Context: an optimization exercise on an open-source flow, tuned for small area and a short achievable clock period. The choices shown serve that exercise and are no tape-out recipe.
In this exercise RTL edits were held to simulation tests only and were not proved equivalent to the original.
No driver is modelled on the clock port, so clocking that relies on it looks cheaper here than on a real chip.

File: design/flow/config.mk
export PLATFORM = sky130hd
export DESIGN_NAME = prng
export DESIGN_NICKNAME = prng
export VERILOG_FILES = /design/flow/design.v
export SDC_FILE = /design/flow/constraint.sdc
export NUM_CORES = 4
export LEC_CHECK = 0
export CAP_MARGIN = 20
export CORE_MARGIN = 2
export CORE_UTILIZATION = 60
export SETUP_SLACK_MARGIN = 3.0
export SLEW_MARGIN = 20
export SYNTH_HIERARCHICAL = 1
File: design/flow/constraint.sdc
create_clock -name core_clock -period 7.0 [get_ports {clk}]
set_input_delay 1.4000 -clock core_clock [delete_from_list [all_inputs] [get_ports {clk}]]
set_output_delay 1.4000 -clock core_clock [all_outputs]
set_load 0.01 [all_outputs]
File: design/flow/design.v
module prng (
    input logic [31:0] seed,
    output logic [31:0] rand_num,
    input logic clk,
    input logic rst
);
    logic [31:0] state;
    wire [30:0] x = state[30:0];
    wire [30:0] xn = ~state[30:0];
    wire [30:0] nxt;
    wire s0; wire c0;
    assign s0 = 1'b1 ^ x[2] ^ xn[0];
    assign c0 = (1'b1 & x[2]) | (1'b1 & xn[0]) | (x[2] & xn[0]);
    wire s1; wire c1;
    assign s1 = 1'b1 ^ x[3] ^ xn[1];
    assign c1 = (1'b1 & x[3]) | (1'b1 & xn[1]) | (x[3] & xn[1]);
    wire s2; wire c2;
    fa u2 (.a(x[4]), .b(xn[2]), .c(xn[0]), .s(s2), .co(c2));
    wire s3; wire c3;
    fa u3 (.a(x[5]), .b(xn[3]), .c(xn[1]), .s(s3), .co(c3));
    wire s4; wire c4;
    assign s4 = 1'b0 ^ x[4] ^ x[2];
    assign c4 = (1'b0 & x[4]) | (1'b0 & x[2]) | (x[4] & x[2]);
    wire s5; wire c5;
    fa u5 (.a(x[6]), .b(c3), .c(~s4), .s(s5), .co(c5));
    wire s6; wire c6;
    fa u6 (.a(x[7]), .b(xn[5]), .c(xn[3]), .s(s6), .co(c6));
    wire s7; wire c7;
    fa u7 (.a(x[0]), .b(~c4), .c(s6), .s(s7), .co(c7));
    wire s8; wire c8;
    fa u8 (.a(x[8]), .b(xn[6]), .c(xn[4]), .s(s8), .co(c8));
    wire s9; wire c9;
    fa u9 (.a(x[1]), .b(c6), .c(s8), .s(s9), .co(c9));
    wire s10; wire c10;
    assign s10 = 1'b1 ^ x[9] ^ x[2];
    assign c10 = (1'b1 & x[9]) | (1'b1 & x[2]) | (x[9] & x[2]);
    wire s11; wire c11;
    fa u11 (.a(xn[7]), .b(xn[5]), .c(xn[0]), .s(s11), .co(c11));
    wire s12; wire c12;
    fa u12 (.a(c8), .b(s10), .c(s11), .s(s12), .co(c12));
    wire s13; wire c13;
    fa u13 (.a(xn[8]), .b(xn[6]), .c(xn[1]), .s(s13), .co(c13));
    wire s14; wire c14;
    fa u14 (.a(x[10]), .b(x[3]), .c(c10), .s(s14), .co(c14));
    wire s15; wire c15;
    fa u15 (.a(c11), .b(s13), .c(c12), .s(s15), .co(c15));
    wire s16; wire c16;
    fa u16 (.a(xn[9]), .b(xn[7]), .c(xn[2]), .s(s16), .co(c16));
    wire s17; wire c17;
    fa u17 (.a(x[11]), .b(x[4]), .c(c13), .s(s17), .co(c17));
    wire s18; wire c18;
    fa u18 (.a(s16), .b(c14), .c(s17), .s(s18), .co(c18));
    wire s19; wire c19;
    assign s19 = 1'b1 ^ x[12] ^ x[5];
    assign c19 = (1'b1 & x[12]) | (1'b1 & x[5]) | (x[12] & x[5]);
    wire s20; wire c20;
    fa u20 (.a(xn[10]), .b(xn[8]), .c(xn[3]), .s(s20), .co(c20));
    wire s21; wire c21;
    fa u21 (.a(x[0]), .b(c16), .c(s19), .s(s21), .co(c21));
    wire s22; wire c22;
    fa u22 (.a(s20), .b(c17), .c(s21), .s(s22), .co(c22));
    wire s23; wire c23;
    assign s23 = 1'b1 ^ x[13] ^ x[6];
    assign c23 = (1'b1 & x[13]) | (1'b1 & x[6]) | (x[13] & x[6]);
    wire s24; wire c24;
    fa u24 (.a(xn[11]), .b(xn[9]), .c(xn[4]), .s(s24), .co(c24));
    wire s25; wire c25;
    fa u25 (.a(x[1]), .b(c19), .c(c20), .s(s25), .co(c25));
    wire s26; wire c26;
    fa u26 (.a(s23), .b(s24), .c(c21), .s(s26), .co(c26));
    wire s27; wire c27;
    fa u27 (.a(s25), .b(c22), .c(s26), .s(s27), .co(c27));
    wire s28; wire c28;
    fa u28 (.a(x[14]), .b(x[7]), .c(x[2]), .s(s28), .co(c28));
    wire s29; wire c29;
    fa u29 (.a(xn[12]), .b(xn[10]), .c(xn[5]), .s(s29), .co(c29));
    wire s30; wire c30;
    fa u30 (.a(x[0]), .b(c23), .c(c24), .s(s30), .co(c30));
    wire s31; wire c31;
    fa u31 (.a(s28), .b(s29), .c(c25), .s(s31), .co(c31));
    wire s32; wire c32;
    fa u32 (.a(s30), .b(c26), .c(s31), .s(s32), .co(c32));
    wire s33; wire c33;
    fa u33 (.a(x[15]), .b(x[8]), .c(x[3]), .s(s33), .co(c33));
    wire s34; wire c34;
    fa u34 (.a(xn[13]), .b(xn[11]), .c(xn[6]), .s(s34), .co(c34));
    wire s35; wire c35;
    fa u35 (.a(x[1]), .b(c28), .c(c29), .s(s35), .co(c35));
    wire s36; wire c36;
    fa u36 (.a(s33), .b(s34), .c(c30), .s(s36), .co(c36));
    wire s37; wire c37;
    fa u37 (.a(s35), .b(c31), .c(s36), .s(s37), .co(c37));
    wire s38; wire c38;
    fa u38 (.a(x[16]), .b(x[9]), .c(x[4]), .s(s38), .co(c38));
    wire s39; wire c39;
    fa u39 (.a(xn[14]), .b(xn[12]), .c(xn[7]), .s(s39), .co(c39));
    wire s40; wire c40;
    fa u40 (.a(x[2]), .b(c33), .c(c34), .s(s40), .co(c40));
    wire s41; wire c41;
    fa u41 (.a(s38), .b(s39), .c(c35), .s(s41), .co(c41));
    wire s42; wire c42;
    fa u42 (.a(s40), .b(c36), .c(s41), .s(s42), .co(c42));
    wire s43; wire c43;
    assign s43 = 1'b1 ^ x[17] ^ x[10];
    assign c43 = (1'b1 & x[17]) | (1'b1 & x[10]) | (x[17] & x[10]);
    wire s44; wire c44;
    fa u44 (.a(xn[15]), .b(xn[13]), .c(xn[8]), .s(s44), .co(c44));
    wire s45; wire c45;
    fa u45 (.a(x[5]), .b(x[3]), .c(xn[0]), .s(s45), .co(c45));
    wire s46; wire c46;
    fa u46 (.a(c38), .b(c39), .c(s43), .s(s46), .co(c46));
    wire s47; wire c47;
    fa u47 (.a(s44), .b(s45), .c(c40), .s(s47), .co(c47));
    wire s48; wire c48;
    fa u48 (.a(s46), .b(c41), .c(s47), .s(s48), .co(c48));
    wire s49; wire c49;
    fa u49 (.a(x[18]), .b(x[11]), .c(x[6]), .s(s49), .co(c49));
    wire s50; wire c50;
    fa u50 (.a(xn[16]), .b(xn[14]), .c(xn[9]), .s(s50), .co(c50));
    wire s51; wire c51;
    fa u51 (.a(x[4]), .b(c43), .c(c44), .s(s51), .co(c51));
    wire s52; wire c52;
    fa u52 (.a(xn[1]), .b(c45), .c(s49), .s(s52), .co(c52));
    wire s53; wire c53;
    fa u53 (.a(s50), .b(c46), .c(s51), .s(s53), .co(c53));
    wire s54; wire c54;
    fa u54 (.a(s52), .b(c47), .c(s53), .s(s54), .co(c54));
    wire s55; wire c55;
    fa u55 (.a(x[19]), .b(x[12]), .c(x[7]), .s(s55), .co(c55));
    wire s56; wire c56;
    fa u56 (.a(xn[17]), .b(xn[15]), .c(xn[10]), .s(s56), .co(c56));
    wire s57; wire c57;
    fa u57 (.a(x[5]), .b(xn[2]), .c(x[0]), .s(s57), .co(c57));
    wire s58; wire c58;
    fa u58 (.a(c49), .b(c50), .c(s55), .s(s58), .co(c58));
    wire s59; wire c59;
    fa u59 (.a(s56), .b(s57), .c(c51), .s(s59), .co(c59));
    wire s60; wire c60;
    fa u60 (.a(c52), .b(s58), .c(c53), .s(s60), .co(c60));
    wire s61; wire c61;
    fa u61 (.a(s59), .b(c54), .c(s60), .s(s61), .co(c61));
    wire s62; wire c62;
    fa u62 (.a(x[20]), .b(x[13]), .c(x[8]), .s(s62), .co(c62));
    wire s63; wire c63;
    fa u63 (.a(xn[18]), .b(xn[16]), .c(xn[11]), .s(s63), .co(c63));
    wire s64; wire c64;
    fa u64 (.a(x[6]), .b(xn[3]), .c(x[1]), .s(s64), .co(c64));
    wire s65; wire c65;
    fa u65 (.a(c55), .b(c56), .c(c57), .s(s65), .co(c65));
    wire s66; wire c66;
    fa u66 (.a(s62), .b(s63), .c(s64), .s(s66), .co(c66));
    wire s67; wire c67;
    fa u67 (.a(c58), .b(s65), .c(s66), .s(s67), .co(c67));
    wire s68; wire c68;
    fa u68 (.a(c59), .b(s67), .c(c60), .s(s68), .co(c68));
    wire s69; wire c69;
    fa u69 (.a(x[21]), .b(x[14]), .c(x[9]), .s(s69), .co(c69));
    wire s70; wire c70;
    fa u70 (.a(xn[19]), .b(xn[17]), .c(xn[12]), .s(s70), .co(c70));
    wire s71; wire c71;
    fa u71 (.a(x[7]), .b(xn[4]), .c(x[2]), .s(s71), .co(c71));
    wire s72; wire c72;
    fa u72 (.a(c62), .b(c63), .c(c64), .s(s72), .co(c72));
    wire s73; wire c73;
    fa u73 (.a(s69), .b(s70), .c(s71), .s(s73), .co(c73));
    wire s74; wire c74;
    fa u74 (.a(c65), .b(c66), .c(s72), .s(s74), .co(c74));
    wire s75; wire c75;
    fa u75 (.a(s73), .b(c67), .c(s74), .s(s75), .co(c75));
    wire s76; wire c76;
    assign s76 = 1'b1 ^ x[22] ^ x[15];
    assign c76 = (1'b1 & x[22]) | (1'b1 & x[15]) | (x[22] & x[15]);
    wire s77; wire c77;
    fa u77 (.a(xn[20]), .b(xn[18]), .c(xn[13]), .s(s77), .co(c77));
    wire s78; wire c78;
    fa u78 (.a(x[10]), .b(x[8]), .c(x[3]), .s(s78), .co(c78));
    wire s79; wire c79;
    fa u79 (.a(xn[5]), .b(xn[0]), .c(c69), .s(s79), .co(c79));
    wire s80; wire c80;
    fa u80 (.a(c70), .b(c71), .c(s76), .s(s80), .co(c80));
    wire s81; wire c81;
    fa u81 (.a(s77), .b(s78), .c(c72), .s(s81), .co(c81));
    wire s82; wire c82;
    fa u82 (.a(c73), .b(s79), .c(s80), .s(s82), .co(c82));
    wire s83; wire c83;
    fa u83 (.a(c74), .b(s81), .c(s82), .s(s83), .co(c83));
    wire s84; wire c84;
    fa u84 (.a(x[23]), .b(x[16]), .c(x[11]), .s(s84), .co(c84));
    wire s85; wire c85;
    fa u85 (.a(xn[21]), .b(xn[19]), .c(xn[14]), .s(s85), .co(c85));
    wire s86; wire c86;
    fa u86 (.a(x[9]), .b(xn[6]), .c(x[4]), .s(s86), .co(c86));
    wire s87; wire c87;
    fa u87 (.a(xn[1]), .b(c76), .c(c77), .s(s87), .co(c87));
    wire s88; wire c88;
    fa u88 (.a(c78), .b(s84), .c(s85), .s(s88), .co(c88));
    wire s89; wire c89;
    fa u89 (.a(s86), .b(c79), .c(c80), .s(s89), .co(c89));
    wire s90; wire c90;
    fa u90 (.a(s87), .b(s88), .c(c81), .s(s90), .co(c90));
    wire s91; wire c91;
    fa u91 (.a(c82), .b(s89), .c(s90), .s(s91), .co(c91));
    wire s92; wire c92;
    fa u92 (.a(x[24]), .b(x[17]), .c(x[12]), .s(s92), .co(c92));
    wire s93; wire c93;
    fa u93 (.a(xn[22]), .b(xn[20]), .c(xn[15]), .s(s93), .co(c93));
    wire s94; wire c94;
    fa u94 (.a(x[10]), .b(xn[7]), .c(x[5]), .s(s94), .co(c94));
    wire s95; wire c95;
    fa u95 (.a(xn[2]), .b(c84), .c(c85), .s(s95), .co(c95));
    wire s96; wire c96;
    fa u96 (.a(c86), .b(s92), .c(s93), .s(s96), .co(c96));
    wire s97; wire c97;
    fa u97 (.a(s94), .b(c87), .c(c88), .s(s97), .co(c97));
    wire s98; wire c98;
    fa u98 (.a(s95), .b(s96), .c(c89), .s(s98), .co(c98));
    wire s99; wire c99;
    fa u99 (.a(s97), .b(c90), .c(s98), .s(s99), .co(c99));
    wire s100; wire c100;
    fa u100 (.a(x[25]), .b(x[18]), .c(x[13]), .s(s100), .co(c100));
    wire s101; wire c101;
    fa u101 (.a(xn[23]), .b(xn[21]), .c(xn[16]), .s(s101), .co(c101));
    wire s102; wire c102;
    fa u102 (.a(x[11]), .b(x[6]), .c(x[0]), .s(s102), .co(c102));
    wire s103; wire c103;
    fa u103 (.a(xn[8]), .b(xn[3]), .c(c92), .s(s103), .co(c103));
    wire s104; wire c104;
    fa u104 (.a(c93), .b(c94), .c(s100), .s(s104), .co(c104));
    wire s105; wire c105;
    fa u105 (.a(s101), .b(s102), .c(c95), .s(s105), .co(c105));
    wire s106; wire c106;
    fa u106 (.a(c96), .b(s103), .c(s104), .s(s106), .co(c106));
    wire s107; wire c107;
    fa u107 (.a(c97), .b(s105), .c(s106), .s(s107), .co(c107));
    wire s108; wire c108;
    fa u108 (.a(c98), .b(s107), .c(c99), .s(s108), .co(c108));
    wire s109; wire c109;
    fa u109 (.a(x[26]), .b(x[19]), .c(x[14]), .s(s109), .co(c109));
    wire s110; wire c110;
    fa u110 (.a(xn[24]), .b(xn[22]), .c(xn[17]), .s(s110), .co(c110));
    wire s111; wire c111;
    fa u111 (.a(x[12]), .b(x[7]), .c(x[1]), .s(s111), .co(c111));
    wire s112; wire c112;
    fa u112 (.a(xn[9]), .b(xn[4]), .c(c100), .s(s112), .co(c112));
    wire s113; wire c113;
    fa u113 (.a(c101), .b(c102), .c(s109), .s(s113), .co(c113));
    wire s114; wire c114;
    fa u114 (.a(s110), .b(s111), .c(c103), .s(s114), .co(c114));
    wire s115; wire c115;
    fa u115 (.a(c104), .b(s112), .c(s113), .s(s115), .co(c115));
    wire s116; wire c116;
    fa u116 (.a(c105), .b(s114), .c(c106), .s(s116), .co(c116));
    wire s117; wire c117;
    fa u117 (.a(s115), .b(c107), .c(s116), .s(s117), .co(c117));
    wire s118; wire c118;
    fa u118 (.a(x[27]), .b(x[20]), .c(x[15]), .s(s118), .co(c118));
    wire s119; wire c119;
    fa u119 (.a(xn[25]), .b(xn[23]), .c(xn[18]), .s(s119), .co(c119));
    wire s120; wire c120;
    fa u120 (.a(x[13]), .b(x[8]), .c(x[2]), .s(s120), .co(c120));
    wire s121; wire c121;
    fa u121 (.a(xn[10]), .b(xn[5]), .c(c109), .s(s121), .co(c121));
    wire s122; wire c122;
    fa u122 (.a(c110), .b(c111), .c(s118), .s(s122), .co(c122));
    wire s123; wire c123;
    fa u123 (.a(s119), .b(s120), .c(c112), .s(s123), .co(c123));
    wire s124; wire c124;
    fa u124 (.a(c113), .b(s121), .c(s122), .s(s124), .co(c124));
    wire s125; wire c125;
    fa u125 (.a(c114), .b(s123), .c(c115), .s(s125), .co(c125));
    wire s126; wire c126;
    fa u126 (.a(s124), .b(c116), .c(s125), .s(s126), .co(c126));
    wire s127; wire c127;
    fa u127 (.a(x[28]), .b(x[21]), .c(x[16]), .s(s127), .co(c127));
    wire s128; wire c128;
    fa u128 (.a(xn[26]), .b(xn[24]), .c(xn[19]), .s(s128), .co(c128));
    wire s129; wire c129;
    fa u129 (.a(x[14]), .b(x[9]), .c(x[3]), .s(s129), .co(c129));
    wire s130; wire c130;
    fa u130 (.a(xn[11]), .b(xn[6]), .c(c118), .s(s130), .co(c130));
    wire s131; wire c131;
    fa u131 (.a(c119), .b(c120), .c(s127), .s(s131), .co(c131));
    wire s132; wire c132;
    fa u132 (.a(s128), .b(s129), .c(c121), .s(s132), .co(c132));
    wire s133; wire c133;
    fa u133 (.a(c122), .b(s130), .c(s131), .s(s133), .co(c133));
    wire s134; wire c134;
    fa u134 (.a(c123), .b(s132), .c(c124), .s(s134), .co(c134));
    wire s135; wire c135;
    fa u135 (.a(s133), .b(c125), .c(s134), .s(s135), .co(c135));
    wire s136; wire c136;
    fa u136 (.a(x[29]), .b(x[22]), .c(x[17]), .s(s136), .co(c136));
    wire s137; wire c137;
    fa u137 (.a(xn[27]), .b(xn[25]), .c(xn[20]), .s(s137), .co(c137));
    wire s138; wire c138;
    fa u138 (.a(x[15]), .b(x[10]), .c(x[4]), .s(s138), .co(c138));
    wire s139; wire c139;
    fa u139 (.a(xn[12]), .b(xn[7]), .c(c127), .s(s139), .co(c139));
    wire s140; wire c140;
    fa u140 (.a(c128), .b(c129), .c(s136), .s(s140), .co(c140));
    wire s141; wire c141;
    fa u141 (.a(s137), .b(s138), .c(c130), .s(s141), .co(c141));
    wire s142; wire c142;
    fa u142 (.a(c131), .b(s139), .c(s140), .s(s142), .co(c142));
    wire s143; wire c143;
    fa u143 (.a(c132), .b(s141), .c(c133), .s(s143), .co(c143));
    wire s144; wire c144;
    fa u144 (.a(s142), .b(c134), .c(s143), .s(s144), .co(c144));
    wire s145;
    assign s145 = x[30] ^ x[23] ^ x[18];
    wire s146;
    assign s146 = x[28] ^ x[26] ^ x[21];
    wire s147;
    assign s147 = x[16] ^ x[11] ^ x[5];
    wire s148;
    assign s148 = xn[13] ^ xn[8] ^ x[0];
    wire s149;
    assign s149 = c136 ^ c137 ^ c138;
    wire s150;
    assign s150 = s145 ^ ~s146 ^ s147;
    wire s151;
    assign s151 = s148 ^ c139 ^ c140;
    wire s152;
    assign s152 = s149 ^ s150 ^ c141;
    wire s153;
    assign s153 = c142 ^ s151 ^ s152;
    wire s154;
    assign s154 = c143 ^ s153 ^ c144;
    wire [30:0] ra, rb;
    assign ra[0] = x[0];
    assign rb[0] = 1'b1;
    assign ra[1] = x[1];
    assign rb[1] = 1'b0;
    assign ra[2] = s0;
    assign rb[2] = 1'b0;
    assign ra[3] = c0;
    assign rb[3] = s1;
    assign ra[4] = c1;
    assign rb[4] = s2;
    assign ra[5] = c2;
    assign rb[5] = s3;
    assign ra[6] = s5;
    assign rb[6] = 1'b0;
    assign ra[7] = c5;
    assign rb[7] = s7;
    assign ra[8] = c7;
    assign rb[8] = s9;
    assign ra[9] = c9;
    assign rb[9] = s12;
    assign ra[10] = s14;
    assign rb[10] = s15;
    assign ra[11] = c15;
    assign rb[11] = s18;
    assign ra[12] = c18;
    assign rb[12] = s22;
    assign ra[13] = s27;
    assign rb[13] = 1'b0;
    assign ra[14] = c27;
    assign rb[14] = s32;
    assign ra[15] = c32;
    assign rb[15] = s37;
    assign ra[16] = c37;
    assign rb[16] = s42;
    assign ra[17] = c42;
    assign rb[17] = s48;
    assign ra[18] = c48;
    assign rb[18] = s54;
    assign ra[19] = s61;
    assign rb[19] = 1'b0;
    assign ra[20] = c61;
    assign rb[20] = s68;
    assign ra[21] = c68;
    assign rb[21] = s75;
    assign ra[22] = c75;
    assign rb[22] = s83;
    assign ra[23] = c83;
    assign rb[23] = s91;
    assign ra[24] = c91;
    assign rb[24] = s99;
    assign ra[25] = s108;
    assign rb[25] = 1'b0;
    assign ra[26] = c108;
    assign rb[26] = s117;
    assign ra[27] = c117;
    assign rb[27] = s126;
    assign ra[28] = c126;
    assign rb[28] = s135;
    assign ra[29] = c135;
    assign rb[29] = s144;
    assign ra[30] = s154;
    assign rb[30] = 1'b0;
    wire [30:0] g0 = ra & rb;
    wire [30:0] p0 = ra ^ rb;
    wire gg1 = g0[1] | (p0[1] & g0[0]);
    wire gg2 = g0[2] | (p0[2] & gg1);
    wire gg3 = g0[3] | (p0[3] & g0[2]);
    wire pp3 = p0[3] & p0[2];
    wire gg4 = gg3 | (pp3 & gg1);
    wire gg5 = g0[4] | (p0[4] & g0[3]);
    wire pp5 = p0[4] & p0[3];
    wire gg6 = gg5 | (pp5 & gg2);
    wire gg7 = g0[5] | (p0[5] & g0[4]);
    wire pp7 = p0[5] & p0[4];
    wire gg8 = gg7 | (pp7 & g0[3]);
    wire pp8 = pp7 & p0[3];
    wire gg9 = gg8 | (pp8 & gg2);
    wire gg10 = g0[6] | (p0[6] & gg9);
    wire gg11 = g0[7] | (p0[7] & g0[6]);
    wire pp11 = p0[7] & p0[6];
    wire gg12 = gg11 | (pp11 & gg9);
    wire gg13 = g0[8] | (p0[8] & g0[7]);
    wire pp13 = p0[8] & p0[7];
    wire gg14 = gg13 | (pp13 & gg10);
    wire gg15 = g0[9] | (p0[9] & g0[8]);
    wire pp15 = p0[9] & p0[8];
    wire gg16 = gg15 | (pp15 & gg11);
    wire pp16 = pp15 & pp11;
    wire gg17 = gg16 | (pp16 & gg9);
    wire gg18 = g0[10] | (p0[10] & gg15);
    wire pp18 = p0[10] & pp15;
    wire gg19 = gg18 | (pp18 & gg12);
    wire gg20 = g0[11] | (p0[11] & g0[10]);
    wire pp20 = p0[11] & p0[10];
    wire gg21 = gg20 | (pp20 & gg17);
    wire gg22 = g0[12] | (p0[12] & gg20);
    wire pp22 = p0[12] & pp20;
    wire gg23 = gg22 | (pp22 & gg17);
    wire gg24 = g0[13] | (p0[13] & gg23);
    wire gg25 = g0[14] | (p0[14] & g0[13]);
    wire pp25 = p0[14] & p0[13];
    wire gg26 = gg25 | (pp25 & gg23);
    wire gg27 = g0[15] | (p0[15] & g0[14]);
    wire pp27 = p0[15] & p0[14];
    wire gg28 = gg27 | (pp27 & g0[13]);
    wire pp28 = pp27 & p0[13];
    wire gg29 = gg28 | (pp28 & gg23);
    wire gg30 = g0[16] | (p0[16] & g0[15]);
    wire pp30 = p0[16] & p0[15];
    wire gg31 = gg30 | (pp30 & g0[14]);
    wire pp31 = pp30 & p0[14];
    wire gg32 = gg31 | (pp31 & gg24);
    wire gg33 = g0[17] | (p0[17] & g0[16]);
    wire pp33 = p0[17] & p0[16];
    wire gg34 = gg33 | (pp33 & gg27);
    wire pp34 = pp33 & pp27;
    wire gg35 = gg34 | (pp34 & gg24);
    wire gg36 = g0[18] | (p0[18] & g0[17]);
    wire pp36 = p0[18] & p0[17];
    wire gg37 = gg36 | (pp36 & gg30);
    wire pp37 = pp36 & pp30;
    wire gg38 = gg37 | (pp37 & gg26);
    wire gg39 = g0[18] | (p0[18] & gg33);
    wire pp39 = p0[18] & pp33;
    wire gg40 = g0[19] | (p0[19] & gg39);
    wire pp40 = p0[19] & pp39;
    wire gg41 = gg40 | (pp40 & gg29);
    wire gg42 = g0[20] | (p0[20] & g0[19]);
    wire pp42 = p0[20] & p0[19];
    wire gg43 = gg42 | (pp42 & gg38);
    wire gg44 = g0[21] | (p0[21] & g0[20]);
    wire pp44 = p0[21] & p0[20];
    wire gg45 = gg44 | (pp44 & g0[19]);
    wire pp45 = pp44 & p0[19];
    wire gg46 = gg45 | (pp45 & gg38);
    wire gg47 = g0[22] | (p0[22] & g0[21]);
    wire pp47 = p0[22] & p0[21];
    wire gg48 = gg47 | (pp47 & gg42);
    wire pp48 = pp47 & pp42;
    wire gg49 = gg48 | (pp48 & gg38);
    wire gg50 = g0[23] | (p0[23] & g0[22]);
    wire pp50 = p0[23] & p0[22];
    wire gg51 = gg50 | (pp50 & gg44);
    wire pp51 = pp50 & pp44;
    wire gg52 = gg51 | (pp51 & gg41);
    wire gg53 = g0[24] | (p0[24] & g0[23]);
    wire pp53 = p0[24] & p0[23];
    wire gg54 = gg53 | (pp53 & gg47);
    wire pp54 = pp53 & pp47;
    wire gg55 = gg54 | (pp54 & gg43);
    wire gg56 = g0[24] | (p0[24] & gg50);
    wire pp56 = p0[24] & pp50;
    wire gg57 = g0[25] | (p0[25] & gg56);
    wire pp57 = p0[25] & pp56;
    wire gg58 = gg57 | (pp57 & gg46);
    wire gg59 = g0[26] | (p0[26] & g0[25]);
    wire pp59 = p0[26] & p0[25];
    wire gg60 = gg59 | (pp59 & gg55);
    wire gg61 = g0[27] | (p0[27] & g0[26]);
    wire pp61 = p0[27] & p0[26];
    wire gg62 = gg61 | (pp61 & g0[25]);
    wire pp62 = pp61 & p0[25];
    wire gg63 = gg62 | (pp62 & gg55);
    wire gg64 = g0[28] | (p0[28] & g0[27]);
    wire pp64 = p0[28] & p0[27];
    wire gg65 = gg64 | (pp64 & g0[26]);
    wire pp65 = pp64 & p0[26];
    wire gg66 = gg65 | (pp65 & g0[25]);
    wire pp66 = pp65 & p0[25];
    wire gg67 = gg66 | (pp66 & gg55);
    wire gg68 = g0[29] | (p0[29] & g0[28]);
    wire pp68 = p0[29] & p0[28];
    wire gg69 = gg68 | (pp68 & g0[27]);
    wire pp69 = pp68 & p0[27];
    wire gg70 = gg69 | (pp69 & gg59);
    wire pp70 = pp69 & pp59;
    wire gg71 = gg70 | (pp70 & gg55);
    wire gg72 = g0[30] | (p0[30] & gg69);
    wire pp72 = p0[30] & pp69;
    wire gg73 = gg72 | (pp72 & gg60);
    assign nxt[0] = p0[0];
    assign nxt[1] = p0[1] ^ g0[0];
    assign nxt[2] = p0[2] ^ gg1;
    assign nxt[3] = p0[3] ^ gg2;
    assign nxt[4] = p0[4] ^ gg4;
    assign nxt[5] = p0[5] ^ gg6;
    assign nxt[6] = p0[6] ^ gg9;
    assign nxt[7] = p0[7] ^ gg10;
    assign nxt[8] = p0[8] ^ gg12;
    assign nxt[9] = p0[9] ^ gg14;
    assign nxt[10] = p0[10] ^ gg17;
    assign nxt[11] = p0[11] ^ gg19;
    assign nxt[12] = p0[12] ^ gg21;
    assign nxt[13] = p0[13] ^ gg23;
    assign nxt[14] = p0[14] ^ gg24;
    assign nxt[15] = p0[15] ^ gg26;
    assign nxt[16] = p0[16] ^ gg29;
    assign nxt[17] = p0[17] ^ gg32;
    assign nxt[18] = p0[18] ^ gg35;
    assign nxt[19] = p0[19] ^ gg38;
    assign nxt[20] = p0[20] ^ gg41;
    assign nxt[21] = p0[21] ^ gg43;
    assign nxt[22] = p0[22] ^ gg46;
    assign nxt[23] = p0[23] ^ gg49;
    assign nxt[24] = p0[24] ^ gg52;
    assign nxt[25] = p0[25] ^ gg55;
    assign nxt[26] = p0[26] ^ gg58;
    assign nxt[27] = p0[27] ^ gg60;
    assign nxt[28] = p0[28] ^ gg63;
    assign nxt[29] = p0[29] ^ gg67;
    assign nxt[30] = p0[30] ^ gg71;
    always_ff @(posedge clk) begin
        if (rst) begin
            state <= seed;
        end else begin
            state <= {1'b0, nxt};
        end
        rand_num <= state;
    end
endmodule
module fa (
    input  logic a,
    input  logic b,
    input  logic c,
    output logic s,
    output logic co
);
    assign s = a ^ b ^ c;
    assign co = (a & b) | (a & c) | (b & c);
endmodule
File: design/flow/flow/run.sh
#!/bin/bash
# Standard layout with two changes: the smallest buffer on each port, and
# useful clock skew between registers, planned and inserted after clock tree
# synthesis and again after global routing's timing repair (skew_*.tcl).
export BUFFER_PORTS_ARGS="-buffer_cell sky130_fd_sc_hd__buf_1"
export POST_CTS_TCL="$PWD/flow/skew_cts.tcl"
export POST_GLOBAL_ROUTE_TCL="$PWD/flow/skew_grt.tcl"
bash standard.sh > standard.log 2>&1
File: design/flow/flow/skew.py
#!/usr/bin/env python3
"""Plan a later clock arrival for registers (useful skew).

usage: skew.py PATHS PERIOD

PATHS holds lines "kind from to slack" as skew.tcl writes them. A delay D[r]
(>= 0) on register r's clock changes a register-to-register path s->e by
D[s] - D[e]. The plan finds the smallest period T such that:
  setup   (PERIOD - slack) + D[s] - D[e] <= T      for register pairs
  hold    slack + D[s] - D[e] >= HOLD_MARGIN
  output  (PERIOD - slack) + D[s] <= T            (the skew may only hurt)
  input   (PERIOD - slack) <= T                   (no gain from the skew)
  D[r] <= DMAX
and prints, for each register that needs a delay, a chain of delay cells.
"""
import sys

DMAX = 1.2
HOLD_MARGIN = 0.2
# cells and the delay each adds in front of one register's clock pin (ns)
CELLS = [
    ('sky130_fd_sc_hd__clkbuf_1', 0.09, 3.75),
    ('sky130_fd_sc_hd__dlygate4sd1_1', 0.20, 8.76),
    ('sky130_fd_sc_hd__clkdlybuf4s50_1', 0.46, 10.01),
]

path_file, period = sys.argv[1], float(sys.argv[2])
setup, hold, outp, inp, inhold = {}, {}, {}, {}, {}
regs = set()
for line in open(path_file):
    f = line.split()
    if len(f) != 4:
        continue
    kind, s, e, sl = f[0], f[1], f[2], float(f[3])
    if kind == 'max':
        setup[(s, e)] = min(setup.get((s, e), 1e9), sl)
        regs.update((s, e))
    elif kind == 'min':
        hold[(s, e)] = min(hold.get((s, e), 1e9), sl)
        regs.update((s, e))
    elif kind == 'outmax':
        outp[s] = min(outp.get(s, 1e9), sl)
        regs.add(s)
    elif kind == 'inmax':
        inp[e] = min(inp.get(e, 1e9), sl)
        regs.add(e)
    elif kind == 'inmin':
        inhold[e] = min(inhold.get(e, 1e9), sl)
        regs.add(e)
regs = sorted(regs)
idx = {r: i + 1 for i, r in enumerate(regs)}


def solve(T):
    # difference constraints x[b] >= x[a] + w as edges (a, b, w); longest path
    edges = []
    for r in regs:
        ub = DMAX
        if r in inhold:
            ub = min(ub, inhold[r] - HOLD_MARGIN)
        if r in outp:
            ub = min(ub, T - (period - outp[r]))
        if ub < 0:
            return None
        edges.append((0, idx[r], 0.0))
        edges.append((idx[r], 0, -ub))
    for (s, e), sl in setup.items():
        d = period - sl
        if s == e:
            if d > T:
                return None
            continue
        edges.append((idx[s], idx[e], d - T))
    for (s, e), sl in hold.items():
        if s == e:
            continue
        # D[e] - D[s] <= sl - margin
        edges.append((idx[e], idx[s], -(sl - HOLD_MARGIN)))
    for e, sl in inp.items():
        if period - sl > T:
            return None
    n = len(regs) + 1
    x = [0.0] + [-1e18] * (n - 1)
    for it in range(n + 1):
        changed = False
        for a, b, w in edges:
            if x[a] > -1e17 and x[a] + w > x[b] + 1e-9:
                x[b] = x[a] + w
                changed = True
        if not changed:
            return {r: x[idx[r]] for r in regs}
        if x[0] > 1e-9:
            return None
    return None


t0 = max(period - sl for sl in setup.values())
lo, hi = 0.0, t0
if solve(hi) is None:
    print(f'# no skew plan (T0 {t0:.3f})')
    sys.exit(0)
for _ in range(40):
    m = (lo + hi) / 2
    if solve(m) is None:
        lo = m
    else:
        hi = m
T = hi
D = solve(T)
print(f'# period without skew {t0:.3f}, with skew {T:.3f}')


def chain(delta):
    # fewest-area chain of cells whose delay is closest to delta
    best = None
    for a in range(0, 4):
        for b in range(0, 4):
            for c in range(0, 4):
                if a + b + c == 0 or a + b + c > 4:
                    continue
                n = (a, b, c)
                d = sum(k * cell[1] for k, cell in zip(n, CELLS))
                area = sum(k * cell[2] for k, cell in zip(n, CELLS))
                cost = abs(d - delta) + 0.004 * area
                if best is None or cost < best[0]:
                    best = (cost, n)
    out = []
    for k, cell in zip(best[1], CELLS):
        out += [cell[0]] * k
    return out


for r in regs:
    d = D[r]
    if d < 0.06:
        continue
    print('delay', r, f'{d:.3f}', ' '.join(chain(d)))
File: design/flow/flow/skew_core.tcl
# Useful clock skew between registers, run after clock tree synthesis
# (POST_CTS_TCL). It measures the worst setup and hold slack of every
# register-to-register path, and the worst slack of every path from an input
# and to an output, then asks skew.py for a later clock arrival for each
# register that shortens the period set by the register-to-register paths.
# Paths from the inputs and to the outputs get no gain from it: an input path
# must meet that period without the skew, and an output path must meet it with
# the skew. The delays are made by clock buffers put in front of the
# registers' clock pins.

set_propagated_clock [all_clocks]
estimate_parasitics $skew_para

set regs [all_registers -cells]
set clkpin [dict create]
set dpin [dict create]
set cellof [dict create]
foreach r $regs {
  set n [get_full_name $r]
  dict set cellof $n $r
  foreach p [get_pins -of_objects $r] {
    set pn [get_property $p lib_pin_name]
    if { $pn == "CLK" } { dict set clkpin $n $p }
    if { $pn == "D" } { dict set dpin $n $p }
  }
}

set f [open $work_dir/skew_paths_$skew_tag.txt w]
foreach r $regs {
  set n [get_full_name $r]
  set cp [dict get $clkpin $n]
  foreach {kind pd} {max max min min} {
    set paths [find_timing_paths -from $cp -path_delay $pd \
      -group_path_count 10000 -endpoint_path_count 1 -unique_paths_to_endpoint]
    foreach p $paths {
      set ep [get_property $p endpoint]
      set epn [get_full_name $ep]
      if { [get_property $ep direction] == "output" } {
        puts $f "out$kind $n - [get_property $p slack]"
      } else {
        set einst [get_full_name [get_cells -of_objects $ep]]
        puts $f "$kind $n $einst [get_property $p slack]"
      }
    }
  }
  set dp [dict get $dpin $n]
  foreach {kind pd} {inmax max inmin min} {
    set paths [find_timing_paths -from [all_inputs] -to $dp -path_delay $pd]
    foreach p $paths {
      puts $f "$kind - $n [get_property $p slack]"
    }
  }
}
close $f

set period [get_property [lindex [all_clocks] 0] period]
exec python3 $skew_dir/skew.py $work_dir/skew_paths_$skew_tag.txt $period > $work_dir/skew_plan_$skew_tag.txt
puts "skew plan:"
puts [exec cat $work_dir/skew_plan_$skew_tag.txt]

set block [ord::get_db_block]
set nbuf 0
foreach line [split [exec cat $work_dir/skew_plan_$skew_tag.txt] "\n"] {
  if { [llength $line] < 3 || [lindex $line 0] != "delay" } { continue }
  set n [lindex $line 1]
  set cells [lrange $line 3 end]
  set inst [sta::sta_to_db_inst [dict get $cellof $n]]
  set loc [$inst getLocation]
  foreach cell $cells {
    set p [dict get $clkpin $n]
    set net [get_nets -of_objects $p]
    insert_buffer -buffer_cell $cell -net $net -load_pins [list $p] \
      -location [list [ord::dbu_to_microns [lindex $loc 0]] \
        [ord::dbu_to_microns [lindex $loc 1]]] \
      -buffer_name skewbuf_${skew_tag}_$nbuf -net_name skewnet_${skew_tag}_$nbuf
    set bnet [$block findNet skewnet_${skew_tag}_$nbuf]
    if { $bnet ne "NULL" && $bnet ne "" } { $bnet setSigType CLOCK }
    incr nbuf
  }
}
puts "skew buffers inserted: $nbuf"

detailed_placement
check_placement -verbose
estimate_parasitics $skew_para
report_worst_slack -max
report_worst_slack -min
File: design/flow/flow/skew_cts.tcl
# After clock tree synthesis: plan and insert useful skew (see skew_core.tcl).
set skew_dir [file dirname [file normalize [info script]]]
set work_dir [file dirname $skew_dir]
set skew_para -placement
set skew_tag cts
source $skew_dir/skew_core.tcl
File: design/flow/flow/skew_grt.tcl
# After global routing and its timing repair: plan and insert more useful
# skew on the repaired design, then route the changed nets again.
set skew_dir [file dirname [file normalize [info script]]]
set work_dir [file dirname $skew_dir]
set skew_para -global_routing
set skew_tag grt
global_route -start_incremental
source $skew_dir/skew_core.tcl
global_route -end_incremental
estimate_parasitics -global_routing
report_worst_slack -max
report_worst_slack -min
File: design/flow/standard.sh
#!/bin/bash
# synth_recipe.tcl (not shown) runs the flow's synth.tcl, then flattens the netlist and writes it again
# the make line also repeats each setting of config.mk as NAME=value (left out here)
make -C /OpenROAD-flow-scripts/flow DESIGN_CONFIG=/design/flow/config.mk WORK_HOME=/design/flow/orfs CLKGATE_MAP_FILE= SYNTH_SCRIPT=/design/flow/synth_recipe.tcl "${@:-finish}"
==> out/qor.yml, run 1 <==
clkTransAtPathRegs_ps: 60
period_share_pct: 54.4
io_buffer_count: 65
setup_ws_ps: 3190
drv_cap: 0
finalSetupTns_ps: 0
overflow: 0
grt_pass1_wl_um: 24600
outcome: "no timing/DRC/antenna violations"
skew_ps: 1170
r2r_slack_ps: 3190
drtAntennaViolNets: 0
n_antenna_cell: 0
netlist_instances: 466
nNetsFinal: 820
hold_viol_final: 0
regArea_sq_mm: 0.00137
crit_fanout: 4
hold_class: "input pin to register"
final_cell_area_sq_mm: 0.00737
rr_startpoint: "state[17]$_DFF_P_"
clk_latency_ps: 1520
yosysWarnings: 7
io_pins: 66
drtPass1Iterations: 5
maxSlewViolCount: 0
holdPathStages: 3
timing.rr.end: "state[20]$_DFF_P_"
placed_area_sq_mm: 0.00630
grt_max_degree: 62
core_sq_mm: 0.00964
vias_per_cell: 5.45
routedWlPerCell_um: 20.8
drt-initial-drc-count: 164
min_from: "seed[30]"
yosys.cell_types.count: 45
fin_crit_ps: 3810
cp-start-kind: "register"
grt_pass1_vias: 4497
worstPathArrival_ps: 4100
ys_seq_area_share_pct: 21.8
area_delta_synth_final_pct: 25.5
totalWireLength_um: 15600
slew_headroom_pct: 63.6
cts_tree: "yes"
placed_cells: 658
synth_seq_cells: 64
hpwl_um: 11800
synth_nets: 672
setup_viol_count_final: 0
vias: 4084
max_freq_mhz: 263
fill_cells: 656
initial_utilization_pct: 60.9
antenna_found_initial: 0
grt_usage_pct: 33.7
rows: 36
syn-mean-instance-area_sq_um: 12.6
multi_input_area_sq_mm: 0.00464
clock-sinks: 64
dieArea_sq_mm: 0.0106
place_ws_ps: 2300
tightest_slew_ps: 546
die-width_um: 103
cp.required_ps: 7300
r2r_cells: 14
holdPathEnd: "state[30]$_DFF_P_"
crit_type: "register to register"
synth_area_sq_mm: 0.00587
end_kind: "register"
drc: 0
gp_congestion: 0.960
die_h_um: 103
drive_above_1_share_pct: 26.3
final_cells: 750
## final cells by class, without the clock buffers
type,count,area share [%]
clock inverters,1,0.0679
inverters,48,2.85
multi-input cells,347,62.9
flip-flops and latches,64,18.6
well taps,133,2.26
repair buffers,111,8.40
## placed cells by master (no fill, tap or decap), types with 6 or more instances in the layout
cell	instances
a21o_1	10
a21oi_1	10
buf_1	64
buf_4	43
clkbuf_1	21
clkbuf_8	11
clkdlybuf4s50_1	9
dfxtp_1	40
dfxtp_4	23
fa_1	114
fa_2	23
ha_1	24
ha_4	9
inv_1	29
inv_2	9
inv_4	6
nand2_1	28
nor3_1	8
o21a_1	8
o21ai_0	15
o31ai_1	9
xnor2_1	24
xor2_1	7
## cell usage after synthesis (all sizes together)
cell type  count  area, sq um
xnor3          1         22.5
nand3b         1         7.51
and2           1         6.26
nand2         29          109
o211ai         4         35.0
o21bai         1         7.51
nor2           2         7.51
inv           48          180
fa           137         2740
nand3          2         10.0
nor3          11         65.1
or3            1         6.26
a31oi          2         12.5
xor2           7         61.3
xnor2         25          238
and4           1         8.76
a2bb2oi        1         15.0
o21ai         20          100
a21boi         1         7.51
dfxtp         64         1280
a21bo          1         10.0
or4            1         7.51
a41oi          1         8.76
and3           1         6.26
buf            1         7.51
nor2b          2         12.5
o21a           8         60.1
a211oi         1         12.5
mux2           4         45.0
o31ai         10         75.1
ha            35          438
clkbuf         6         22.5
o31a           1         8.76
a21o          10         75.1
o211a          2         20.0
nor3b          4         35.0
o2111a         1         11.3
a21oi         16         80.1
nand4          1         6.26
o2111ai        1         8.76
## worst max path at each step
stage	slack, ps	endpoint	cells past startpoint	startpoint
after detailed placement	2300	state[17]$_DFF_P_	15	state[9]$_DFF_P_
final	3190	state[20]$_DFF_P_	14	state[17]$_DFF_P_
after global placement	2310	state[17]$_DFF_P_	15	state[9]$_DFF_P_
after floorplan	2970	state[30]$_DFF_P_	13	state[6]$_DFF_P_
## per-module statistics from Yosys, one instance, submodules excluded
module  cells inside  times used
prng             329           1
fa                 1         137
## worst max-delay path: stages, from the launching register on
cell and delay (ps):
dfxtp_4 360, inv_2 140, ha_4 150, inv_1 50, fa_1 480, fa_1 560
fa_2 470, ha_4 300, nand2_2 70, o21ai_2 240, buf_4 170, o21ai_0 90
a21oi_1 220, xnor2_1 150, o21ai_0 80
## logic make-up after synthesis
logic type | count (synthesis) | synth area share (%)
buf+inv | 55 | 3.58
simple gates | 57 | 4.90
xor+xnor | 33 | 5.47
fa+ha+maj | 172 | 54.1
mux | 4 | 0.767
flops | 64 | 21.8
compound gates | 81 | 9.33
## stage by stage
step                utilization [%]  hold slack, ps
floorplan                         -             310
global placement               65.4             316
finish                         76.5             169
detailed placement             65.4             348
## registers in the layout (all words and copies together) (netlist names)
signal and count:
rand_num 32, state 32
## routing by layer
layer | part of all wire [%] | track usage, %
met5 | 0.19 | 2.40
met4 | 3.1 | 14.4
met3 | 9.8 | 11.9
met2 | 46 | 49.8
met1 | 41 | 45.6
==> run 2, diff against run 1 <==
--- a/design/flow/config.mk
+++ b/design/flow/config.mk
@@ -8,6 +8,6 @@
 export CAP_MARGIN = 20
 export CORE_MARGIN = 2
 export CORE_UTILIZATION = 60
-export SETUP_SLACK_MARGIN = 3.0
+export SETUP_SLACK_MARGIN = 2.3
 export SLEW_MARGIN = 20
 export SYNTH_HIERARCHICAL = 1
==> run 2 against run 1 <==
Clock skew increased by 25 ps. Area after synthesis is the same. First-iteration DRC count rose by 12%. Critical endpoint is now state[17]$_DFF_P_. Via count fell by 6.1%. Still clean on timing, DRC and antenna. Critical path depth increased by 1. Synthesized cell count stayed put. Die area unchanged. Fmax down 8.6%. Cell area is 8.5% lower. Sequential share of layout area increased by 0.70 points.
==> out/qor.yml, run 2 <==
outcome: "no timing/DRC/antenna violations"
gp_congestion: 0.966
setup_ws_ps: 2830
synth_nets: 672
holdPathEnd: "state[30]$_DFF_P_"
finalSetupTns_ps: 0
finalHoldWorstSlack_ps: 152
io_pins: 66
cts_tree: "yes"
final_common_cell: "fa_1"
path_delay_family: "adder cells"
reg.largest.list: "rand_num (32), state (32)"
use_met2_pct: 43.2
slew_headroom_pct: 34.3
yosysWarnings: 7
yosys.area.top_type: "fa_1"
grt_max_degree: 62
most-common-layout-cells: "137 x fa_1, 64 x buf_1, 49 x dfxtp_1"
antenna_found_initial: 0
multi_input_area_sq_mm: 0.00438
cp.required_ps: 7540
die-width_um: 103
area_delta_synth_final_pct: 14.8
routedWlPerCell_um: 19.9
synth.area.top_cells: "fa_1 47%, dfxtp_1 22%, ha_1 7.5%"
holdPathStages: 7
rr_startpoint: "state[0]$_DFF_P_"
vias_per_cell: 5.42
grt_pass1_vias: 4194
syn-mean-instance-area_sq_um: 12.6
placed_area_sq_mm: 0.00626
io_buffer_count: 65
min_from: "state[13]$_DFF_P_"
final_cell_area_sq_mm: 0.00675
cpMostUsedCell: "fa_1"
initial_utilization_pct: 60.9
maxSlewViolCount: 0
die_h_um: 103
synth_seq_cells: 64
clkTransAtPathRegs_ps: 70
hold_class: "register to register"
hpwl_um: 11400
gr-usage-met3_pct: 11.0
regArea_sq_mm: 0.00130
crit_type: "register to register"
nNetsFinal: 775
cp_cell_sequence: "inv_1, fa_1, fa_1, fa_1, ha_1, nand3_1, nor2b_1, a2bb2oi_2, nand2_1, ha_1, a21o_1, a21o_1, a21oi_1, xor2_1, o21ai_0"
hold_viol_final: 0
skew_ps: 1200
vias: 3834
grt_usage_pct: 30.6
cpPeakStageDelay_ps: 640
dieArea_sq_mm: 0.0106
use_met1_pct: 43.1
core_sq_mm: 0.00964
yosys.cell_types.count: 45
ys_top_cells_by_count: "137 x fa_1, 64 x dfxtp_1, 48 x inv_1"
place_ws_ps: 1940
period_share_pct: 59.5
r2r_slack_ps: 2830
max_freq_mhz: 240
drc: 0
clk_latency_ps: 1540
grt_pass1_wl_um: 22700
tightest_slew_ps: 986
fill_cells: 734
grt.busiest_layer: "met2"
worstPathArrival_ps: 4710
cp_slowest_cell: "dfxtp_2"
async_flop_share_pct: 0
setup_viol_count_final: 0
clock-sinks: 64
rows: 36
yosys.area.top_type_share_pct: 46.7
drive_above_1_share_pct: 7.32
ys_seq_area_share_pct: 21.8
netlist_instances: 466
yosysMostFrequentCell: "fa_1"
drv_cap: 0
cp-start-kind: "register"
fin_crit_ps: 4170
crit_fanout: 11
overflow: 0
totalWireLength_um: 14100
drtAntennaViolNets: 0
synth_area_sq_mm: 0.00587
end_kind: "register"
drt-initial-drc-count: 184
synth_edf_count: 0
cp_num_buf_inv: 1
drtPass1Iterations: 5
ys.flop_type: "dfxtp_1"
r2r_cells: 15
timing.rr.end: "state[17]$_DFF_P_"
n_antenna_cell: 0
-- run 2: cell counts after synthesis --
Identical to the previous run, type by type.
-- run 2: how the worst max path moves through the flow --
stage | from | to | cells past startpoint
finish | state[0]$_DFF_P_ | state[17]$_DFF_P_ | 15
detailed placement | state[0]$_DFF_P_ | state[18]$_DFF_P_ | 17
global placement | state[0]$_DFF_P_ | state[18]$_DFF_P_ | 17
floorplan | state[11]$_DFF_P_ | state[30]$_DFF_P_ | 13
-- run 2: Yosys stat by module (local to each module, per instance) --
module  times used  cell area (sq um)  cells  flops+latches
prng             1               3130    329             64
fa             137               20.0      1              0
-- run 2: layer usage --
metal	routed length, um	vias to the layer above
met1	5910	1881
met5	0	-
met3	1430	33
li1	-	1738
met2	6350	182
met4	369	0
-- run 2: final cells by class, without the clock buffers --
type	instances	share of cell area, %
multi-input cells	347	65.0
flip-flops and latches	64	19.3
repair buffers	65	3.64
inverters	48	2.67
well taps	133	2.47
clock inverters	2	0.890
-- run 2: cells by family (layout without fill, tap and decap cells) --
| logic type | count (synthesis) | in the layout | synth area share, % |
|---|---|---|---|
| compound gates | 81 | 81 | 9.33 |
| xor+xnor | 33 | 33 | 5.47 |
| fa+ha+maj | 172 | 172 | 54.1 |
| buf+inv | 55 | 163 | 3.58 |
| flops | 64 | 64 | 21.8 |
| mux | 4 | 4 | 0.767 |
| simple gates | 57 | 57 | 4.90 |
-- run 2: worst register-to-register path: stages, from the launching register on --
cell	delay [ps]
dfxtp_2	640
inv_1	300
fa_1	510
fa_1	390
fa_1	460
ha_1	340
nand3_1	150
nor2b_1	80
a2bb2oi_2	340
nand2_1	120
ha_1	230
a21o_1	180
a21o_1	160
a21oi_1	220
xor2_1	170
o21ai_0	80
-- run 2: metrics by stage --
stage,cells,util [%]
after global placement,657,64.9
after detailed placement,657,64.9
after floorplan,466,-
final,707,70.0
==> run 3, diff against run 2 <==
--- a/design/flow/flow/skew.py
+++ b/design/flow/flow/skew.py
@@ -57,7 +57,7 @@
     for r in regs:
         ub = DMAX
         if r in inhold:
-            ub = min(ub, inhold[r] - HOLD_MARGIN)
+            ub = min(ub, max(0.0, inhold[r] - HOLD_MARGIN))
         if r in outp:
             ub = min(ub, T - (period - outp[r]))
         if ub < 0:
@@ -75,7 +75,7 @@
         if s == e:
             continue
         # D[e] - D[s] <= sl - margin
-        edges.append((idx[e], idx[s], -(sl - HOLD_MARGIN)))
+        edges.append((idx[e], idx[s], -max(0.0, sl - HOLD_MARGIN)))
     for e, sl in inp.items():
         if period - sl > T:
             return None
@@ -94,7 +94,8 @@
     return None
 
 
-t0 = max(period - sl for sl in setup.values())
+t0 = max([period - sl for sl in setup.values()] + [period - sl for sl in inp.values()]
+         + [period - sl for sl in outp.values()])
 lo, hi = 0.0, t0
 if solve(hi) is None:
     print(f'# no skew plan (T0 {t0:.3f})')
--- a/design/flow/config.mk
+++ b/design/flow/config.mk
@@ -8,6 +8,6 @@
 export CAP_MARGIN = 20
 export CORE_MARGIN = 2
 export CORE_UTILIZATION = 60
-export SETUP_SLACK_MARGIN = 2.3
+export SETUP_SLACK_MARGIN = 3.0
 export SLEW_MARGIN = 20
 export SYNTH_HIERARCHICAL = 1
==> run 3 against run 2 <==
Still clean on timing, DRC and antenna. Register-to-register slack better by 360 ps. Synthesized cell count stayed put. Setup slack better by 360 ps. Flip-flop and latch count stayed put. Critical path type unchanged. Critical endpoint is now state[20]$_DFF_P_.
==> out/qor.yml, run 3 <==
outcome: "no timing/DRC/antenna violations"
ys_seq_area_share_pct: 21.8
grt_pass1_vias: 4497
crit_type: "register to register"
worstPathArrival_ps: 4100
setup_viol_count_final: 0
cp_num_buf_inv: 3
rr_startpoint: "state[17]$_DFF_P_"
finalSetupTns_ps: 0
most-common-layout-cells: "114 x fa_1, 64 x buf_1, 43 x buf_4"
cp_slowest_cell: "fa_1"
max_freq_mhz: 263
setup_ws_ps: 3190
cp-start-kind: "register"
n_antenna_cell: 0
clock-sinks: 64
async_flop_share_pct: 0
yosysMostFrequentCell: "fa_1"
hold_class: "input pin to register"
r2r_slack_ps: 3190
nNetsFinal: 820
synth_seq_cells: 64
yosys.area.top_type_share_pct: 46.7
synth_edf_count: 0
drive_above_1_share_pct: 26.3
routedWlPerCell_um: 20.8
io_pins: 66
hpwl_um: 11800
synth.area.top_cells: "fa_1 47%, dfxtp_1 22%, ha_1 7.5%"
antenna_found_initial: 0
cp_cell_sequence: "inv_2, ha_4, inv_1, fa_1, fa_1, fa_2, ha_4, nand2_2, o21ai_2, buf_4, o21ai_0, a21oi_1, xnor2_1, o21ai_0"
crit_path_start: "state[17]$_DFF_P_"
slew_headroom_pct: 63.6
drtPass1Iterations: 5
dieArea_sq_mm: 0.0106
timing.rr.end: "state[20]$_DFF_P_"
drtAntennaViolNets: 0
vias_per_cell: 5.45
ys_top_cells_by_count: "137 x fa_1, 64 x dfxtp_1, 48 x inv_1"
hold_viol_final: 0
yosysWarnings: 7
drc: 0
yosys.area.top_type: "fa_1"
die_h_um: 103
drv_cap: 0
end_kind: "register"
period_share_pct: 54.4
syn-mean-instance-area_sq_um: 12.6
skew_ps: 1170
die-width_um: 103
tightest_slew_ps: 546
fin_crit_ps: 3810
reg.largest.list: "rand_num (32), state (32)"
path_delay_family: "adder cells"
synth_area_sq_mm: 0.00587
netlist_instances: 466
grt_max_degree: 62
initial_utilization_pct: 60.9
synth_nets: 672
drt-initial-drc-count: 164
gp_congestion: 0.960
grt_usage_pct: 33.7
grt_pass1_wl_um: 24600
rows: 36
vias: 4084
maxSlewViolCount: 0
place_ws_ps: 2300
cp-endpoint: "state[20]$_DFF_P_"
totalWireLength_um: 15600
cpPeakStageDelay_ps: 560
cp.required_ps: 7300
overflow: 0
clk_latency_ps: 1520
area_delta_synth_final_pct: 25.5
final_common_cell: "fa_1"
clkTransAtPathRegs_ps: 60
cts_tree: "yes"
core_sq_mm: 0.00964
r2r_cells: 14
cp.depth: 14
yosys.cell_types.count: 45
io_buffer_count: 65
ys.flop_type: "dfxtp_1"
crit_fanout: 4
fin_util_pct: 76.5
run 3: worst min-delay path by stage:
stage | startpoint | end | slack [ps] | cells past startpoint
3_5_place_dp | state[31]$_SDFF_PN0_ | rand_num[31]$_DFF_P_ | 350 | 0
3_3_place_gp | state[31]$_SDFF_PN0_ | rand_num[31]$_DFF_P_ | 320 | 0
2_1_floorplan | state[31]$_SDFF_PN0_ | rand_num[31]$_DFF_P_ | 310 | 0
6_report | seed[30] | state[30]$_DFF_P_ | 170 | 3
run 3: cells by family (layout without fill, tap and decap cells):
logic type	count (synthesis)	count (layout)	share of synthesized area (%)
compound gates	81	81	9.33
xor+xnor	33	33	5.47
fa+ha+maj	172	172	54.1
buf+inv	55	206	3.58
flops	64	64	21.8
mux	4	4	0.767
simple gates	57	57	4.90
run 3: cell type report, without the clock buffers:
class | instances | area [sq um]
Tap cell | 133 | 166
Clock inverter | 1 | 5.00
Timing Repair Buffer | 111 | 619
Fill cell | 656 | 2270
Inverter | 48 | 210
Multi-Input combinational cell | 347 | 4640
Sequential cell | 64 | 1370
run 3: worst register-to-register path, delay by kind of cell, from the launching register on:
family          cells  cell delay (ps)
fa+ha+maj           5             1970
flops               1              360
buf+inv             3              360
compound gates      4              630
xor+xnor            1              150
simple gates        1               70
run 3: per-stage QoR:
| step | cell area, sq um | instances | hold WS, ps |
|---|---|---|---|
| floorplan | 5910 | 466 | 310 |
| global placement | 6300 | 658 | 316 |
| detailed placement | 6300 | 658 | 348 |
| finish | 7370 | 750 | 169 |
run 3: routing by layer:
metal	vias to the layer above	wire length [um]	GRT usage, %
met5	-	30	2.40
met4	2	478	14.4
met3	41	1530	11.9
met2	202	7220	49.8
met1	2007	6310	45.6
li1	1832	-	-
run 3: per-module statistics from Yosys, one instance, submodules excluded:
module,flip-flops and latches,area (sq um),copies in the design
prng,64,3130,1
fa,0,20.0,137
==> run 4, diff against run 3 <==
--- a/design/flow/config.mk
+++ b/design/flow/config.mk
@@ -8,6 +8,6 @@
 export CAP_MARGIN = 20
 export CORE_MARGIN = 2
 export CORE_UTILIZATION = 60
-export SETUP_SLACK_MARGIN = 3.0
+export SETUP_SLACK_MARGIN = 2.6
 export SLEW_MARGIN = 20
 export SYNTH_HIERARCHICAL = 1
==> run 4 against run 3 <==
Still clean. Clock skew up 27 ps. Area after synthesis unchanged. Global-route usage down 1.8 points. Critical path depth down 1. Via count down 1.9%. Register-to-register slack worse by 280 ps. Critical endpoint is now state[26]$_DFF_P_.
==> out/qor.yml, run 4 <==
vias_per_cell: 5.43
cpPeakStageDelay_ps: 510
grt_max_degree: 62
syn-mean-instance-area_sq_um: 12.6
timing.rr.end: "state[26]$_DFF_P_"
dieArea_sq_mm: 0.0106
skew_ps: 1200
max_freq_mhz: 245
vias: 4007
drive_above_1_share_pct: 16.9
min_from: "state[0]$_DFF_P_"
fin_crit_ps: 4090
synth_edf_count: 0
final_common_cell: "fa_1"
yosysMostFrequentCell: "fa_1"
finalSetupTns_ps: 0
area_delta_synth_final_pct: 21.1
overflow: 0
hpwl_um: 11400
async_flop_share_pct: 0
routedWlPerCell_um: 19.9
grt_pass1_wl_um: 23600
synth_seq_cells: 64
drtPass1Iterations: 4
fin_util_pct: 73.8
fill_cells: 688
cts_tree: "yes"
yosys.cell_types.count: 45
clk_latency_ps: 1550
ys_seq_area_share_pct: 21.8
grt_pass1_vias: 4304
worstPathArrival_ps: 5030
die_h_um: 103
cp-start-kind: "register"
holdPathEnd: "state[30]$_DFF_P_"
yosys.area.top_type: "fa_1"
crit_fanout: 5
period_share_pct: 58.4
rr_startpoint: "state[18]$_DFF_P_"
cp_cell_sequence: "clkinvlp_4, fa_1, fa_1, fa_1, fa_1, fa_1, ha_4, nand4_1, a211oi_4, buf_4, o21a_1, xnor2_1, o21ai_1"
drt-initial-drc-count: 168
cp_num_buf_inv: 2
holdPathStages: 6
final_cells: 738
io_buffer_count: 65
ys.flop_type: "dfxtp_1"
synth_nets: 672
place_ws_ps: 1940
yosysWarnings: 7
most-common-layout-cells: "137 x fa_1, 64 x buf_1, 38 x dfxtp_1"
synth_area_sq_mm: 0.00587
cp.required_ps: 7940
cpMostUsedCell: "fa_1"
maxSlewViolCount: 0
totalWireLength_um: 14700
hold_class: "register to register"
final_cell_area_sq_mm: 0.00711
netlist_instances: 466
crit_type: "register to register"
ys_top_cells_by_count: "137 x fa_1, 64 x dfxtp_1, 48 x inv_1"
antenna_found_initial: 0
setup_viol_count_final: 0
clock-sinks: 64
slew_headroom_pct: 34.4
tightest_slew_ps: 984
drc: 0
grt_usage_pct: 32.0
hold_viol_final: 0
initial_utilization_pct: 60.9
yosys.area.top_type_share_pct: 46.7
r2r_cells: 13
drtAntennaViolNets: 0
drv_cap: 0
io_pins: 66
die-width_um: 103
reg.largest.list: "rand_num (32), state (32)"
placed_cells: 657
gp_congestion: 0.966
nNetsFinal: 806
placed_area_sq_mm: 0.00626
synth.area.top_cells: "fa_1 47%, dfxtp_1 22%, ha_1 7.5%"
setup_ws_ps: 2910
n_antenna_cell: 0
core_sq_mm: 0.00964
path_delay_family: "adder cells"
outcome: "no timing/DRC/antenna violations"
clkTransAtPathRegs_ps: 70
cp_slowest_cell: "fa_1"
r2r_slack_ps: 2910
end_kind: "register"
rows: 36
==> run 4: cell types whose count changed in the layout (fill, tap and decap cells not counted), moves of 6 or more <==
cell,change
inv_2,-7
inv_4,-6
buf_4,-14
dfxtp_2,+7
fa_1,+23
ha_1,+9
clkinvlp_4,+8
ha_4,-7
fa_2,-23
==> run 4: how the worst max path moves through the flow <==
stage                     cells after the start  slack (ps)         startpoint           endpoint
after floorplan                              13        2720  state[11]$_DFF_P_  state[30]$_DFF_P_
after global placement                       17        1970   state[0]$_DFF_P_  state[18]$_DFF_P_
after detailed placement                     17        1940   state[0]$_DFF_P_  state[18]$_DFF_P_
final                                        13        2910  state[18]$_DFF_P_  state[26]$_DFF_P_
==> run 4: routing by layer <==
| metal | vias up | global-route usage (%) | part of all wire, % |
|---|---|---|---|
| li1 | 1800 | - | - |
| met2 | 182 | 45.9 | 45 |
| met4 | 0 | 16.5 | 4.2 |
| met1 | 1982 | 43.2 | 40 |
| met5 | - | 0 | 0 |
| met3 | 43 | 11.4 | 10 |
==> run 4: cells by family (layout without fill, tap and decap cells) <==
logic type | count (synthesis) | count (layout) | synth area share [%]
AO/OA/AOI/OAI | 81 | 81 | 9.33
XOR/XNOR | 33 | 33 | 5.47
adder cells (fa/ha/maj) | 172 | 172 | 54.1
buffers and inverters | 55 | 194 | 3.58
flip-flops | 64 | 64 | 21.8
multiplexers | 4 | 4 | 0.767
AND/OR/NAND/NOR | 57 | 57 | 4.90
==> run 4: per-stage QoR <==
step / hold WS (ps)
2_1_floorplan: 310
3_3_place_gp: 317
3_5_place_dp: 318
6_report: 121
==> run 4: final cells by class, without the clock buffers <==
class	instances	area, sq um	area share [%]
Multi-Input combinational cell	347	4440	62.5
Sequential cell	64	1360	19.1
Timing Repair Buffer	94	463	6.51
Inverter	48	225	3.17
Tap cell	133	166	2.34
Clock inverter	2	60.1	0.844
==> run 4: tightest hold or removal path: stages (launching register included) <==
cell and delay, ps:
dfxtp_4 440, xnor2_4 180, xnor2_1 130, xnor3_1 290, nand3_1 110, o211ai_2 80
nor3_2 30
==> run 4: modules after synthesis, one instance, submodules excluded <==
module,flops+latches,cells,times used
prng,64,329,1
fa,0,1,137

-- what the ideal ports hide --
Ports are ideal in the flow. The routed layouts listed here were re-timed in OpenROAD.
Step 1: set_driving_cell puts a clkbuf_16 on clk and a buf_2 on each other input, an assumption about the parent block.
Step 2, shift: input delay + t, output delay - t, t = (earliest + latest rising clock arrival at the registers) / 2. This alone moves slack from input paths to output paths.
Slacks: no drivers / after step 1 / after step 2; pairs: no drivers / after step 1.
run	t, ns	setup slack, ns	worst hold slack (ns)	latest minus earliest clock arrival (ns)
run 1	0.968	3.194 / 3.194 / 3.194	0.169 / 0.157 / 0.283	1.173 / 1.173
run 2	0.979	2.834 / 2.834 / 2.834	0.152 / 0.139 / 0.152	1.196 / 1.196
run 3	0.968	3.194 / 3.194 / 3.194	0.169 / 0.157 / 0.283	1.173 / 1.173
run 4	0.987	2.912 / 2.912 / 2.912	0.121 / 0.121 / 0.121	1.199 / 1.199
In every run listed the clock reaches the registers at very different times; t lies between them, and the last value is a rough guide only.
